This is an optimization exercise on Yosys and OpenROAD, whose aim is a short achievable clock period and few clock cycles, not a production implementation. The RTL was checked by simulation tests, not by an equivalence proof against the original design. Power and IR drop assume default switching activity.

==> design/flow/design.v <==
module CHIP(clk,
            rst_n,
            mem_wen_D,
            mem_addr_D,
            mem_wdata_D,
            mem_rdata_D,
            mem_addr_I,
            mem_rdata_I
    );
    input         clk, rst_n ;
    output        mem_wen_D  ;
    output [31:0] mem_addr_D ;
    output [31:0] mem_wdata_D;
    input  [31:0] mem_rdata_D;
    output [31:0] mem_addr_I ;
    input  [31:0] mem_rdata_I;
    localparam [31:0] NOP = 32'h00000033;    
    function [31:0] bswap(input [31:0] v);
        bswap = {v[7:0], v[15:8], v[23:16], v[31:24]};
    endfunction
    reg  [31:0] pc_f;
    reg  [31:0] ir_d;
    reg  [31:0] pc_d;
    reg  [31:0] a_e, b_e, imm_e, link_e, alt_e;
    reg         fwda_e, fwdb_e;
    reg         use_imm_e, is_sub_e, is_and_e, is_or_e, is_slt_e, is_link_e;
    reg         is_lw_e, is_sw_e, is_beq_e, is_jalr_e, pred_e;
    reg         wen_e;
    reg  [4:0]  rd_e;
    reg  [31:0] res_m, addr_m, wdata_m;
    reg         st_m, lw_m, wen_m;
    reg  [4:0]  rd_m;
    reg  [31:0] rf [1:31];
    wire [31:0] ld_m = bswap(mem_rdata_D);
    wire [31:0] wb_m = lw_m ? ld_m : res_m;
    assign mem_addr_I  = pc_f;
    assign mem_addr_D  = addr_m;
    assign mem_wdata_D = wdata_m;
    assign mem_wen_D   = st_m;
    wire [6:0] op_d  = ir_d[6:0];
    wire [4:0] rd_d  = ir_d[11:7];
    wire [4:0] rs1_d = ir_d[19:15];
    wire [4:0] rs2_d = ir_d[24:20];
    wire d_alu  = op_d == 7'b0110011;
    wire d_lw   = op_d == 7'b0000011;
    wire d_sw   = op_d == 7'b0100011;
    wire d_beq  = op_d == 7'b1100011;
    wire d_jal  = op_d == 7'b1101111;
    wire d_jalr = op_d == 7'b1100111;
    wire use1_d = d_alu | d_lw | d_sw | d_beq | d_jalr;
    wire use2_d = d_alu | d_sw | d_beq;
    wire wr_d   = (d_alu | d_lw | d_jal | d_jalr) & (rd_d != 5'd0);
    wire [31:0] imm_i = {{21{ir_d[31]}}, ir_d[30:20]};
    wire [31:0] imm_s = {{21{ir_d[31]}}, ir_d[30:25], ir_d[11:7]};
    wire [31:0] imm_b = {{20{ir_d[31]}}, ir_d[7], ir_d[30:25], ir_d[11:8], 1'b0};
    wire [31:0] imm_j = {{12{ir_d[31]}}, ir_d[19:12], ir_d[20], ir_d[30:21], 1'b0};
    wire [31:0] tgt_b  = pc_d + imm_b;
    wire [31:0] tgt_j  = pc_d + imm_j;
    wire [31:0] link_d = pc_d + 32'd4;
    wire back_d = d_beq & ir_d[31];       
    wire [31:0] rf1 = (rs1_d == 5'd0) ? 32'd0 : rf[rs1_d];
    wire [31:0] rf2 = (rs2_d == 5'd0) ? 32'd0 : rf[rs2_d];
    wire hit1_m = wen_m & (rd_m == rs1_d);
    wire hit2_m = wen_m & (rd_m == rs2_d);
    wire hit1_e = wen_e & (rd_e == rs1_d);
    wire hit2_e = wen_e & (rd_e == rs2_d);
    wire stall = is_lw_e & ((hit1_e & use1_d) | (hit2_e & use2_d));
    wire [31:0] a_x  = fwda_e ? res_m : a_e;
    wire [31:0] b_x  = fwdb_e ? res_m : b_e;
    wire [31:0] op2  = use_imm_e ? imm_e : b_x;
    wire [31:0] sum  = a_x + op2;
    wire [31:0] diff = a_x - b_x;
    wire        lt   = $signed(a_x) < $signed(b_x);
    wire        eq   = a_x == b_x;
    reg  [31:0] alu;
    always @(*) begin
        if (is_link_e)     alu = link_e;
        else if (is_sub_e) alu = diff;
        else if (is_and_e) alu = a_x & b_x;
        else if (is_or_e)  alu = a_x | b_x;
        else if (is_slt_e) alu = {31'd0, lt};
        else               alu = sum;
    end
    wire br_miss = is_beq_e & (eq != pred_e);
    wire redir_e = br_miss | is_jalr_e;
    wire [31:0] tgt_e = is_jalr_e ? sum : alt_e;
    wire redir_d = !redir_e & !stall & (d_jal | back_d);
    wire [31:0] tgt_d = d_jal ? tgt_j : tgt_b;
    integer i;
    always @(posedge clk) begin
        if (!rst_n) begin
            pc_f <= 32'd0;
            ir_d <= NOP;
            pc_d <= 32'd0;
            a_e <= 32'd0; b_e <= 32'd0; imm_e <= 32'd0; link_e <= 32'd0; alt_e <= 32'd0;
            fwda_e <= 1'b0; fwdb_e <= 1'b0;
            use_imm_e <= 1'b0; is_sub_e <= 1'b0; is_and_e <= 1'b0; is_or_e <= 1'b0;
            is_slt_e <= 1'b0; is_link_e <= 1'b0; is_lw_e <= 1'b0; is_sw_e <= 1'b0;
            is_beq_e <= 1'b0; is_jalr_e <= 1'b0; pred_e <= 1'b0; wen_e <= 1'b0; rd_e <= 5'd0;
            res_m <= 32'd0; addr_m <= 32'd0; wdata_m <= 32'd0;
            st_m <= 1'b0; lw_m <= 1'b0; wen_m <= 1'b0; rd_m <= 5'd0;
            for (i = 1; i < 32; i = i + 1) rf[i] <= 32'd0;
        end else begin
            if (redir_e)      pc_f <= tgt_e;
            else if (redir_d) pc_f <= tgt_d;
            else if (!stall)  pc_f <= pc_f + 32'd4;
            if (redir_e | redir_d) ir_d <= NOP;
            else if (!stall)       ir_d <= bswap(mem_rdata_I);
            if (!stall) pc_d <= pc_f;
            a_e    <= hit1_m ? wb_m : rf1;
            b_e    <= hit2_m ? wb_m : rf2;
            fwda_e <= hit1_e;
            fwdb_e <= hit2_e;
            imm_e  <= d_sw ? imm_s : imm_i;
            link_e <= link_d;
            alt_e  <= back_d ? link_d : tgt_b;
            rd_e   <= rd_d;
            pred_e <= back_d;
            if (redir_e | stall) begin
                use_imm_e <= 1'b0; is_sub_e <= 1'b0; is_and_e <= 1'b0; is_or_e <= 1'b0;
                is_slt_e <= 1'b0; is_link_e <= 1'b0; is_lw_e <= 1'b0; is_sw_e <= 1'b0;
                is_beq_e <= 1'b0; is_jalr_e <= 1'b0; wen_e <= 1'b0;
            end else begin
                use_imm_e <= d_lw | d_sw | d_jalr;
                is_sub_e  <= d_alu & (ir_d[14:12] == 3'b000) & ir_d[30];
                is_and_e  <= d_alu & (ir_d[14:12] == 3'b111);
                is_or_e   <= d_alu & (ir_d[14:12] == 3'b110);
                is_slt_e  <= d_alu & (ir_d[14:12] == 3'b010);
                is_link_e <= d_jal | d_jalr;
                is_lw_e   <= d_lw;
                is_sw_e   <= d_sw;
                is_beq_e  <= d_beq;
                is_jalr_e <= d_jalr;
                wen_e     <= wr_d;
            end
            res_m   <= alu;
            addr_m  <= sum;
            wdata_m <= bswap(b_x);
            st_m    <= is_sw_e;
            lw_m    <= is_lw_e;
            wen_m   <= wen_e;
            rd_m    <= rd_e;
            if (wen_m) rf[rd_m] <= wb_m;
        end
    end
endmodule
==> design/flow/run.sh <==
#!/bin/bash
# synth_recipe.tcl (not shown) runs the flow's synth.tcl, then flattens the netlist and writes it again
# the make line also repeats each setting of config.mk as NAME=value (left out here)
make -C /OpenROAD-flow-scripts/flow DESIGN_CONFIG=/design/flow/config.mk WORK_HOME=/design/flow/orfs CLKGATE_MAP_FILE= SYNTH_SCRIPT=/design/flow/synth_recipe.tcl finish
==> design/flow/config.mk <==
export PLATFORM = sky130hd
export DESIGN_NAME = CHIP
export DESIGN_NICKNAME = CHIP
export VERILOG_FILES = /design/flow/design.v
export SDC_FILE = /design/flow/constraint.sdc
export NUM_CORES = 4
export LEC_CHECK = 0
export CAP_MARGIN = 20
export CORE_MARGIN = 2
export CORE_UTILIZATION = 40
export SLEW_MARGIN = 20
==> design/flow/constraint.sdc <==
create_clock -name core_clock -period 10.5 [get_ports {clk}]
set_input_delay 2.1000 -clock core_clock [delete_from_list [all_inputs] [get_ports {clk}]]
set_output_delay 2.1000 -clock core_clock [all_outputs]
set_load 0.01 [all_outputs]
==> results of run 1 <==
==> cell type report <==
type,count,area (µm²)
clock buffer,196,4200
sequential,1392,38200
antenna,4,10.0
tap,2464,3080
clock inverter,85,912
multi-input combinational,3879,33800
inverter,165,627
timing repair buffer,283,2690
fill,16500,99800
==> per-layer routing <==
layer	share of wire [%]	wire, µm
met1	37	98100
met2	46	121000
met3	10	26700
met4	6.4	16900
met5	0.0046	12
==> sequential cells by signal, summed over array words and instances (netlist names), 12 cells and up, named ones only <==
name and flops:
ir_d 32, res_m 32, a_e 32, imm_e 12
wdata_m 32, alt_e 31, rf 1024, pc_f 32
b_e 32, link_e 32, addr_m 32, pc_d 32
==> cell usage after synthesis (all sizes together) (82+ instances only) <==
master and n:
inv 163, edfxtp 1024, o21ai 113, nand2 329, nor2 1320, mux4 640, a21oi 223, xnor2 97
clkbuf 419, ha 172, dfxtp 368, buf 82, mux2i 169
==> placed cells by master, fill, tap and decap left out, types with 15 or more instances in the layout <==
cell / Yosys / layout
a211oi_1: 30 / 30
a21o_1: 33 / 33
a21oi_1: 223 / 223
a222oi_1: 24 / 24
a2bb2oi_1: 22 / 22
a31oi_1: 24 / 24
and2_1: 65 / 64
and3_1: 26 / 26
buf_4: 0 / 110
clkbuf_1: 419 / 27
clkbuf_16: 0 / 160
clkdlybuf4s50_1: 0 / 161
clkinv_1: 2 / 28
clkinv_2: 0 / 23
dfxtp_1: 368 / 355
edfxtp_1: 1024 / 1024
ha_1: 172 / 172
inv_1: 163 / 163
mux2i_1: 169 / 137
mux2i_4: 0 / 32
mux4_2: 640 / 640
nand2_1: 329 / 267
nand2_2: 0 / 59
nand2b_1: 19 / 18
nand3_1: 58 / 55
nand4_1: 22 / 22
nor2_1: 1320 / 1317
nor2b_1: 20 / 20
nor3_1: 35 / 35
o211ai_1: 30 / 30
o21ai_0: 111 / 111
o21bai_1: 22 / 22
o22a_1: 70 / 70
o22ai_1: 16 / 16
o31ai_1: 15 / 15
xnor2_1: 97 / 97
xor2_1: 71 / 71
==> power by group through the flow <==
stage                     Clock (W)  Combinational [W]  Sequential (W)
after CTS                   0.00561            0.00207         0.00629
after floorplan                   0            0.00127         0.00631
after detailed placement          0            0.00207         0.00641
final                       0.00557            0.00212         0.00630
after global routing        0.00583            0.00221         0.00631
after global placement            0            0.00205         0.00640
==> critical path: stages, from the launching register on <==
cell and delay (ns):
dfxtp_2 0.31, buf_4 0.56, mux2i_1 0.45, ha_1 0.36, or3_1 0.43, or4_4 0.50
o41a_1 0.48, a2111oi_4 0.92, o21a_4 0.37, and2_1 0.52, nand2_1 0.19, o41ai_2 0.33
a221oi_1 0.09, a21oi_1 0.15
==> logic make-up after synthesis <==
group / synth area share [%]
buffers and inverters: 3.42
adder cells (fa/ha/maj): 3.02
XOR/XNOR: 1.99
AO/OA/AOI/OAI: 7.02
multiplexers: 22.0
AND/OR/NAND/NOR: 10.9
flip-flops: 51.6
==> worst paths after layout <==
path	end	slack, ns	from
max	pc_f[28]$_SDFFE_PN0P_	4.72	fwdb_e$_SDFF_PN0_
min	res_m[29]$_SDFF_PN0_	0.46	link_e[29]$_SDFF_PN0_
max reg2reg	pc_f[28]$_SDFFE_PN0P_	4.72	fwdb_e$_SDFF_PN0_
min reg2reg	res_m[29]$_SDFF_PN0_	0.46	link_e[29]$_SDFF_PN0_
==> metrics by stage <==
step | power [W] | hold slack (ns) | setup slack [ns] | utilization [%]
finish | 0.0140 | 0.461 | 4.72 | 45.6
floorplan | 0.00758 | 0.401 | 6.03 | -
global placement | 0.00845 | 0.446 | 4.82 | 42.7
detailed placement | 0.00847 | 0.454 | 4.73 | 42.7
global route | 0.0144 | 0.479 | 4.50 | 45.5
CTS | 0.0140 | 0.461 | 4.79 | 45.5
==> flow_summary.ini, run 1 <==
[power_and_ir_drop]
worst_ir_drop_vdd_v = 0.000139
p_int_w = 0.0101
pwr-share-seq_pct = 45.0
leakage_nw = 28.9
p_per_area_nw_per_um2 = 167
switching_share_pct = 28.1
clkPwrFrac_pct = 39.8
combPwrFrac_pct = 15.2
switching_power_w = 0.00393

[place]
dp_cells = 8181
place_hpwl_mm = 175
portBuffers = 162
place_congestion = 0.959
post_dp_cell_area_um2 = 78300

[yosys]
syn_inst = 5937
synth_edf_count = 1024
async_reset_ff_share_pct = 0
synth_top_area_cell = edfxtp_1
yosysUniqueCellTypes = 83
synth_area_um2 = 73800
synth_top_area_share_pct = 41.7
avgSynthCellArea_um2 = 12.4
synth-main-ff-cell = edfxtp_1
ys_seq_elements = 1392
syn-num-nets = 6179
ys_seq_area_share_pct = 51.6
yosysWarnings = 1
synth_area_leaders = edfxtp_1 (42%), mux4_2 (20%), dfxtp_1 (10%), nor2_1 (6.7%), ha_1 (2.9%)

[floorplanning]
die_x_um = 434
initial_core_util_pct = 40.3
coreArea_um2 = 183000
die_height_um = 434
fp.dieArea_um2 = 188000
rows = 157
pin_count = 163

[grt]
grt.total_usage_pct = 27.8
grt_use_met2_pct = 43.7
grt_max_degree = 138
grt_antenna_before_repair = 9
busiest_layer = met2
grt-ovfl-total = 0
use_met1_pct = 35.8
grt_pass1_vias = 51600
grtUsageMet3_pct = 6.35
grt_pass1_wl_mm = 374

[timing]
worst_slew_pin_slew_ns = 1.25
slew_viol_final = 0
max_freq_mhz = 173
max-slew-margin-rel_pct = 16.2
skew_ns = 0.0535
rsz0062_at_grt = false
hold_viol = 0
setup_viol = 0
fin_crit_sh_pct = 55.0
fin_tns_setup_ns = 0
period_minus_slack_ns = 5.78

[cts]
cts_made_buffers = 156
cts_hold_buf = 0
clk_pin_slew_ns = 0.06
htree_levels = 4
ctsResizeCount = 0
clkSinkCount = 1392
postCtsSetupBuffers = 0
cts.path.max_buffers = 3
cts_tree = built
root_buffer = clkbuf_16
clk_latency_ns = 0.83

[setup_path]
end_kind = flop
ff2ff_path_depth = 13
cp-start-kind = flop
worstPathRequired_ns = 11.24
cp.arrival_ns = 6.52
critical_path_peak_fanout = 32
worstSetupPathType = flop to flop

[layout]
layout.cells.non_filler = 8468
nets = 6119
area_growth_pct = 13.1
final_area_um2 = 83500
drive_gt1_share_pct = 19.0

[flow_run]
max_cap_violations = 0

[drt]
antenna_left = 0
drt-initial-drc-count = 6355
drc = 0
vias = 52100
first_pass_iters = 8
wl_per_cell_um = 31.1
vias_per_cell = 6.15
drt_wl_total_mm = 263

[worst_hold_path]
hold_depth = 2
hp-class = flop to flop

[run_status]
status = finished clean
Testbench counts, summed over its fixed seeds: cycles 106,108.
==> run 2, diff against run 1 <==
--- a/design/flow/config.mk
+++ b/design/flow/config.mk
@@ -7,2 +7,3 @@
 export LEC_CHECK = 0
+export ABC_CLOCK_PERIOD_IN_PS = 3000
 export CAP_MARGIN = 20
@@ -10,2 +11,3 @@
 export CORE_UTILIZATION = 40
+export SETUP_SLACK_MARGIN = 5
 export SLEW_MARGIN = 20
==> flow_summary.ini, run 2 <==
[power_and_ir_drop]
leakage_nw = 28.9
p_per_area_nw_per_um2 = 167
power.total_w = 0.0140
worst_ir_drop_vdd_v = 0.000139

[worst_hold_path]
worstHoldStart = link_e[29]$_SDFF_PN0_
hp-class = flop to flop

[grt]
grt.total_usage_pct = 27.8
use_met1_pct = 35.9
grt_antenna_before_repair = 10
grt_pass1_wl_mm = 374
grt_use_met2_pct = 43.6
grt-ovfl-total = 0
grt_max_degree = 138
grt_pass1_vias = 51600
grtUsageMet3_pct = 6.31
busiest_layer = met2

[drt]
wl_per_cell_um = 31.0
drc = 0
vias = 52200
drt-initial-drc-count = 6384
drt_wl_total_mm = 263
antenna_left = 0
first_pass_iters = 10
vias_per_cell = 6.17

[yosys]
synth_common_cells = nor2_1 (1320), edfxtp_1 (1024), mux4_2 (640)
avgSynthCellArea_um2 = 12.4
yosysUniqueCellTypes = 83
ys_seq_area_share_pct = 51.6
synth-main-ff-cell = edfxtp_1
yosysWarnings = 1
async_reset_ff_share_pct = 0
synth_edf_count = 1024
synth_area_um2 = 73800
ys_seq_elements = 1392
synth_top_area_cell = edfxtp_1
syn-num-nets = 6179
synth.most_common_cell = nor2_1
synth_top_area_share_pct = 41.7
syn_inst = 5937
synth_area_leaders = edfxtp_1 (42%), mux4_2 (20%), dfxtp_1 (10%), nor2_1 (6.7%), ha_1 (2.9%)

[floorplanning]
pin_count = 163
rows = 157
fp.dieArea_um2 = 188000
initial_core_util_pct = 40.3
coreArea_um2 = 183000
die_x_um = 434
die_height_um = 434

[setup_path]
cp-start-kind = flop
path_cells = buf_4 > mux2i_1 > ha_1 > or3_1 > or4_4 > o41a_1 > a2111oi_4 > buf_4 > o21a_4 > and2_1 > nand2_1 > o41ai_2 > a221oi_1 > a21oi_1
end_kind = flop
slowest_delay_ns = 0.55
regToRegStartpoint = fwda_e$_SDFF_PN0_
slowest_stage = buf_4
cp.arrival_ns = 5.84
worstPathRequired_ns = 11.24
worstSetupPathType = flop to flop
startpoint = fwda_e$_SDFF_PN0_
crit_top_cell = buf_4
critical_path_peak_fanout = 32

[cts]
cts.path.max_buffers = 3
clkSinkCount = 1392
cts_made_buffers = 156
root_buffer = clkbuf_16
clk_latency_ns = 0.83
htree_levels = 4
cts_tree = built
clk_pin_slew_ns = 0.06

[layout]
layout_common_cells = nor2_1 (1317), edfxtp_1 (1024), mux4_2 (640)
regMostFlops = rf
largest_reg_flops = 1024
fillers = 16500
drive_gt1_share_pct = 19.0
final_common_cell = nor2_1
final_area_um2 = 83500
nets = 6123
area_growth_pct = 13.1

[timing]
worst_slew_pin_slew_ns = 1.21
holdWs_ns = 0.465
max_freq_mhz = 196
max-slew-margin-rel_pct = 18.9
rsz0062_at_grt = false
fin_tns_setup_ns = 0
fin_crit_sh_pct = 48.6
setup_viol = 0
setup_slack_ns = 5.40
hold_viol = 0
slew_viol_final = 0
skew_ns = 0.0572
period_minus_slack_ns = 5.10

[place]
place_hpwl_mm = 175
post_dp_cell_area_um2 = 78300
place_ws_ns = 4.73
place_congestion = 0.959
portBuffers = 162

[flow_run]
max_cap_violations = 0

[run_status]
status = finished clean
## run 2: cell types whose count changed in the layout (fill, tap and decap cells not counted), sizes merged
cell   change
buf        +4
diode      -2
## run 2: per-stage QoR
stage               std cells  utilization (%)
floorplan                5937                -
global placement         8178             42.7
CTS                      8466             45.5
detailed placement       8181             42.7
finish                   8470             45.6
global route             8468             45.6
## run 2: cells by family after synthesis
kind of cell	after synthesis	synth area share [%]
buf+inv	666	3.42
fa+ha+maj	176	3.02
compound gates	758	7.02
simple gates	1956	10.9
mux	821	22.0
xor+xnor	168	1.99
flops	1392	51.6
## run 2: metal layers
metal | share of wire [%] | up-vias | routed length [µm]
met2 | 46 | 2970 | 122000
met1 | 37 | 26600 | 97400
met5 | 0.0084 | - | 22
met4 | 6.3 | 4 | 16600
met3 | 10 | 575 | 27300
li1 | - | 22000 | -
## run 2: final timing paths
| check | endpoint | slack (ns) | depth (start not counted) |
|---|---|---|---|
| worst max-delay path | pc_f[28]$_SDFFE_PN0P_ | 5.40 | 14 |
| worst min-delay path | res_m[29]$_SDFF_PN0_ | 0.46 | 2 |
| worst max register to register | pc_f[28]$_SDFFE_PN0P_ | 5.40 | 14 |
| worst min register to register | res_m[29]$_SDFF_PN0_ | 0.46 | 2 |
## run 2: cell type report
cell class / count / area (µm²) / share of cell area (%)
inverter: 165 / 627 / 0.751
sequential: 1392 / 38200 / 45.7
multi-input combinational: 3879 / 33800 / 40.5
timing repair buffer: 287 / 2720 / 3.26
antenna: 2 / 5.00 / 0.00599
tap: 2464 / 3080 / 3.69
clock inverter: 85 / 912 / 1.09
clock buffer: 196 / 4200 / 5.03
## run 2: timing repair
item	4_1_cts	5_1_grt
gates resized for setup	0	1
setup buffers	4	0
setup endpoints to repair	3	1
hold buffers	0	0
pin swaps	1	0
## run 2: report_power, final
part           total (W)  internal [W]  switching (W)
combinational    0.00212      0.000790        0.00133
clock            0.00557       0.00316        0.00241
sequential       0.00630       0.00611       0.000187
## run 2: critical path, delay by kind of cell (launching register included)
family | cells | cell delay [ns]
buf+inv | 2 | 0.76
compound gates | 6 | 1.58
fa+ha+maj | 1 | 0.36
mux | 1 | 0.34
flops | 1 | 0.31
simple gates | 4 | 1.62

-- static timing again, ports no longer ideal --
The results above use ideal ports. As a check the final layouts listed here were re-extracted and re-timed, cells and wires unchanged.
Step 1: set_driving_cell puts a clkbuf_16 on clk and a buf_2 on each other input, an assumption about the parent block.
Step 2, shift: input delay + t, output delay - t, t = (earliest + latest rising clock arrival at the registers) / 2. This alone moves slack from input paths to output paths.
a / b / c = ideal ports / drivers / drivers and shift; a / b = the first two.
| run | t (ns) | slack for setup (ns) | slew at the worst register clock pin (ns) |
|---|---|---|---|
| run 1 | 0.881 | 4.720 / 4.720 / 4.531 | 0.07 / 0.07 |
| run 2 | 0.882 | 5.397 / 5.397 / 4.533 | 0.08 / 0.08 |
After both steps setup and hold are still met in every run listed. For run 2, which loses most, drivers alone change the setup slack by 0.000 ns; drivers and shift together by -0.864 ns.
